Context: an optimization exercise on an open-source flow, tuned for small area and a short achievable clock period. The choices shown serve that exercise and are no tape-out recipe. Only simulation tests tie the RTL to the original design; equivalence was not proved. No activity file was given, so power comes from the tool's default toggle rates.

==> flow/design.v, too long to show whole: its modules and the start of the top module <==
// module fa: 6 lines
// module aoi21: 5 lines
// module oai21: 5 lines
// module nand2: 5 lines
// module nor2: 5 lines
// module xor2: 5 lines
// module xnor2: 5 lines
// module booth_enc: 7 lines
// module booth_sel: 5 lines
// module inv1: 5 lines
// module systolic_array: 21914 lines
module systolic_array(
    inp_west0, inp_west4, inp_west8, inp_west12,
    inp_north0, inp_north1, inp_north2, inp_north3,
    result0, result1, result2, result3, result4, result5, result6, result7,
    result8, result9, result10, result11, result12, result13, result14, result15,
    clk, rst, count
);
  // ...
==> flow/run.sh <==
#!/bin/bash
# synth_recipe.tcl (not shown) runs the flow's synth.tcl, then flattens the netlist and writes it again
# the make line also repeats each setting of config.mk as NAME=value (left out here)
make -C /OpenROAD-flow-scripts/flow DESIGN_CONFIG=/design/flow/config.mk WORK_HOME=/design/flow/orfs CLKGATE_MAP_FILE= SYNTH_SCRIPT=/design/flow/synth_recipe.tcl finish
==> flow/config.mk <==
export PLATFORM = sky130hd
export DESIGN_NAME = systolic_array
export DESIGN_NICKNAME = systolic_array
export VERILOG_FILES = /design/flow/design.v
export SDC_FILE = /design/flow/constraint.sdc
export NUM_CORES = 4
export LEC_CHECK = 0
export CAP_MARGIN = 20
export CORE_MARGIN = 2
export CORE_UTILIZATION = 60
export SETUP_SLACK_MARGIN = 2.0
export SLEW_MARGIN = 20
export SYNTH_HIERARCHICAL = 1
export TNS_END_PERCENT = 0
==> flow/constraint.sdc <==
create_clock -name core_clock -period 7.0 [get_ports {clk}]
set_input_delay 1.4000 -clock core_clock [delete_from_list [all_inputs] [get_ports {clk}]]
set_output_delay 1.4000 -clock core_clock [all_outputs]
set_load 0.01 [all_outputs]
==> reports/qor.yml, run 1 <==
yosys:
  async_flop_share: 0
  synth-compound-area-share: 0.0666
  synthMuxAreaShare: 0
  synth_xor_xnor_area_share: 0.0481
  avgSynthCellArea_sq_um: 9.62
  syn_inst: 16100
  seq_area_frac_synth: 0.117
  synth_top_area_cell: "fa_1"
hold_path:
  whs_endpoint: "e3_2[12]"
sta:
  slew_violations: 0
  max_freq_mhz: 174
  slew_headroom: 0.209
  hold_viol_final: 0
  finalSetupTns_ns: 0
clock_network:
  postCtsHoldBufs: 0
  cts-root-buf: "clkbuf_16"
critical_path:
  cp-endpoint: "acc3[26]"
  regToRegSetupSlack_ns: 1.34
  crit_chain: "clkdlybuf4s15_1 -> nor2b_1 -> fa_1 -> fa_1 -> fa_1 -> fa_1 -> fa_2 -> fa_2 -> fa_2 -> nor2_4 -> o21ai_2 -> a21oi_2 -> o21ai_2 -> a21oi_2 -> o21ai_2 -> xor2_1 -> nor2b_1"
power:
  power_leader: "combinational cells"
  power_switching_mw: 28.6
layout:
  fin_nets: 20800
  buf_share: 0.0707
  final_util: 0.671
  clk_share: 0.0250
  final-seq-area_sq_um: 18300
  multi_input_area_share: 0.764
place:
  place_congestion: 0.995
  pre_cts_ws_ns: 0.0403
route:
  num_vias: 118000
  wl_met3_mm: 55.3
outcome:
  outcome: "no timing/DRC/antenna violations"
global_routing:
  grt_overflow: 0
  grt_util_met2: 0.594
die:
  rows: 186
  taps: 3384
==> inputs of run 2 (changes only) <==
--- a/flow/config.mk
+++ b/flow/config.mk
@@ -7,7 +7,7 @@
 export LEC_CHECK = 0
 export CAP_MARGIN = 20
 export CORE_MARGIN = 2
-export CORE_UTILIZATION = 60
+export CORE_UTILIZATION = 40
 export SETUP_SLACK_MARGIN = 2.0
 export SLEW_MARGIN = 20
 export SYNTH_HIERARCHICAL = 1
==> reports/qor.yml, run 2 <==
route:
  drt_wl_total_mm: 520
  drtAntennaViolNets: 0
  wl_per_cell_microns: 23.7
  drtIter0Drc: 7741
  num_vias: 114000  # -3.5%
  route.detailed.drc: 0
  first_pass_iters: 6
  vias_per_cell: 5.18
sta:
  max_freq_mhz: 174  # about the same
  setup_violations: 0
  fin_skew_ns: 0.0653
  slew_headroom: 0.281  # +0.0719
  min_period_over_period: 0.820
  finalCriticalPeriod_ns: 5.74
  hold_viol_final: 0  # unchanged
  slew_violations: 0  # unchanged
  rsz0062_at_grt: "true"
  tightest_slew_ns: 1.08
die:
  die-area_sq_um: 392000
  io_pins: 1290
  coreArea_sq_um: 386000
  chipWidth_microns: 626
  rows: 228  # +23%
  start_util: 0.402
  fp.dieH_microns: 626
yosys:
  avgSynthCellArea_sq_um: 9.62  # unchanged
  syn_inst: 16100  # unchanged
  yosysWarnings: 7
  synth_area_sq_um: 155000
  ys_seq_elements: 904
  synth_top_area_frac: 0.473
  synth_edf_count: 0
  synth_top_area_cell: "fa_1"
  synthTopCellsByArea: "fa_1, dfxtp_1, nor2b_1, nor2_1, a21oi_2"
  synth_common_cells: "fa_1, nor2_1, nor2b_1, nand2_1, dfxtp_1"
  synth_cell_types: 26
  async_flop_share: 0  # unchanged
  yosysMostFrequentCell: "fa_1"
  seq_area_frac_synth: 0.117  # unchanged
  synth_flop_cell: "dfxtp_1"
global_routing:
  grt_max_degree: 141
  grt_overflow: 0  # unchanged
  grt_pass1_vias: 125000
  grt_first_pass_wirelength_mm: 790
  track_usage: 0.268
  antenna_found_initial: 55
critical_path:
  critPathBufInv: 3
  worstSetupStartpoint: "inp_west12[10]"
  required_ns: 7.71
  arrival_ns: 6.46
  reg2reg_from: "s0_2[1]"
  crit_chain: "clkdlybuf4s50_1 -> buf_12 -> nor2b_2 -> fa_1 -> fa_1 -> fa_1 -> fa_1 -> fa_1 -> fa_2 -> nor2_4 -> o21ai_2 -> a21oi_2 -> o21ai_1 -> a21oi_2 -> o21ai_1 -> buf_4 -> xor2_4 -> nor2b_1"
  crit_path_top_delay_cell: "fa_1"
  path_max_fanout: 12
  cpMostUsedCell: "fa_1"
  cpPeakStageDelay_ns: 0.56
  cp-end-kind: "flip-flop"
  start_kind: "input pin"
  regToRegSetupSlack_ns: 1.30  # -0.04 ns
  crit_family: "adder cells"
  path_class: "input pin to flip-flop"
clock_network:
  cts_tree: "built"
  cts_buffers: 144
  clk_latency_ns: 0.89
  postCtsHoldBufs: 0  # unchanged
  cts.sinks: 904
  h-tree-depth: 4
  clockBufferDepth: 4
  cts-root-buf: "clkbuf_16"
  clk_pin_slew_worst_paths_ns: 0.05
power:
  p_total_mw: 56.1
  p_leak_nw: 79.9
  power_density_nw_per_um2: 321
  peakVddDrop_mv: 0.731
outcome:
  outcome: "no timing/DRC/antenna violations"
layout:
  fin_nets: 20900  # +0.18%
  drive_above_1_share: 0.134
  final_common_cell: "fa_1"
  fill_cells: 37200
  final_util: 0.453  # -0.219
  final_area_sq_um: 175000
  final_cell_mix: "fa_1, nor2_1, nor2b_1, nand2_1, dfxtp_1"
  final_cells: 22000
  multi_input_area_sq_um: 131000
  area_growth_pct: 12.7
  final-seq-area_sq_um: 18200  # -0.51%
place:
  post_dp_cell_area_sq_um: 168000
  port_buffers: 649
  dp_hpwl_mm: 419
  dp_cells: 21600
  place_congestion: 0.960  # -3.5%
job:
  maxCapViolCount: 0
hold_path:
  hold_path_startpoint: "count[7]"
  hp-class: "flip-flop to flip-flop"
-- run 2: changes by cell type in the layout (fill, tap and decap cells not counted), sizes merged, moves of 10 or more --
cell | before | now
dlygate4sd2 | 70 | 39
clkdlybuf4s50 | 547 | 603
diode | 25 | 39
clkinv | 25 | 38
clkdlybuf4s15 | 16 | 3
bufbuf | 10 | 0
clkbuf | 155 | 167
buf | 612 | 638
-- run 2: layer usage --
| layer | wire length (microns) | track usage | vias to the layer above |
|---|---|---|---|
| met2 | 248000 | 0.445 | 4404 |
| li1 | - | - | 49500 |
| met5 | 92 | 0 | - |
| met4 | 28000 | 0.119 | 14 |
| met3 | 40700 | 0.0607 | 1041 |
| met1 | 202000 | 0.334 | 58800 |
-- run 2: power breakdown --
group | switching [mW] | internal, mW
Sequential | 1.65 | 6.18
Combinational | 22.7 | 17.3
Clock | 3.28 | 4.89
-- run 2: worst reg2reg max path, cell delays in order, from the launching register on --
cell and delay (ns):
dfxtp_1 0.71, nor2_1 0.16, fa_1 0.53, fa_1 0.44, fa_1 0.45, fa_1 0.41, fa_1 0.41, fa_1 0.42
fa_1 0.55, nor2_1 0.10, nor2_1 0.24, nand2_1 0.16, nor2_1 0.26, nand2_1 0.08, o21ai_1 0.32, xor2_1 0.17
nor2b_1 0.18
-- run 2: cell families after synthesis --
group | share of synthesized area
simple gates | 0.213
fa+ha+maj | 0.498
buf+inv | 0.0573
compound gates | 0.0666
flops | 0.117
xor+xnor | 0.0481
other cells | 0.0000242
-- run 2: per-module statistics from Yosys, one instance, submodules excluded --
module          flops+latches  cells  copies in the design  area (sq um)
inv1                        0      1                   416          3.75
nand2                       0      1                   928          3.75
xor2                        0      1                   608          8.76
systolic_array            904   7670                     1         55100
oai21                       0      1                   880          5.00
fa                          0      1                  3664          20.0
aoi21                       0      1                   672          8.76
xnor2                       0      1                   208          8.76
nor2                        0      1                  1056          3.75
-- run 2: path summary, 6_finish.rpt --
check	endpoint	cells after the start
max	acc12[24]	18
min	count[7]	2
max reg2reg	acc6[22]	16
min reg2reg	count[7]	2
-- run 2: final cells by class --
| cell class | count | area share |
|---|---|---|
| multi-input cells | 13900 | 0.750 |
| flip-flops and latches | 904 | 0.104 |
| repair buffers | 1286 | 0.0693 |
| well taps | 5175 | 0.0371 |
| clock buffers | 165 | 0.0217 |
| inverters | 417 | 0.00896 |
| clock inverters | 95 | 0.00789 |
| diodes | 39 | 0.000559 |
-- run 2: repair_timing --
| action | CTS | global route |
|---|---|---|
| pin swaps | 21 | 11 |
| endpoints found under the setup margin | 319 | 342 |
| gates resized for setup | 226 | 155 |
| setup buffers | 12 | 1 |
-- run 2: metrics by stage --
step                setup slack, ns  setup TNS, ns  hold WS (ns)
finish                         1.26              0         0.512
floorplan                      1.27              0         0.492
CTS                            1.35              0         0.513
global placement            -0.0160        -0.0160         0.488
global route                   1.12              0         0.545
detailed placement           0.0239              0         0.505

## port drivers added, routing unchanged
The flow's constraints put no driver on any port. The routed layouts listed below were extracted and timed again, unchanged, in two steps.
Step 1: set_driving_cell puts a clkbuf_16 on clk and a buf_2 on each other input, an assumption about the parent block.
Step 2 adds t to the input delays and takes it off the output delays; t is the mean of the earliest and latest rising clock arrival at the registers after step 1. Input paths then give back, and output paths get back, about the clock's delay inside the block.
Slacks: ideal / step 1 / step 2; pairs: ideal / step 1.
| run | shift t [ns] | setup slack, ns | latest minus earliest clock arrival (ns) |
|---|---|---|---|
| run 1 | 0.867 | 1.257 / 1.304 / 0.437 | 0.045 / 0.045 |
| run 2 | 0.978 | 1.257 / 1.152 / 0.173 | 0.069 / 0.069 |
After both steps setup and hold are still met in every run listed. For run 2, which loses most, drivers alone change the setup slack by -0.105 ns; drivers and shift together by -1.084 ns.
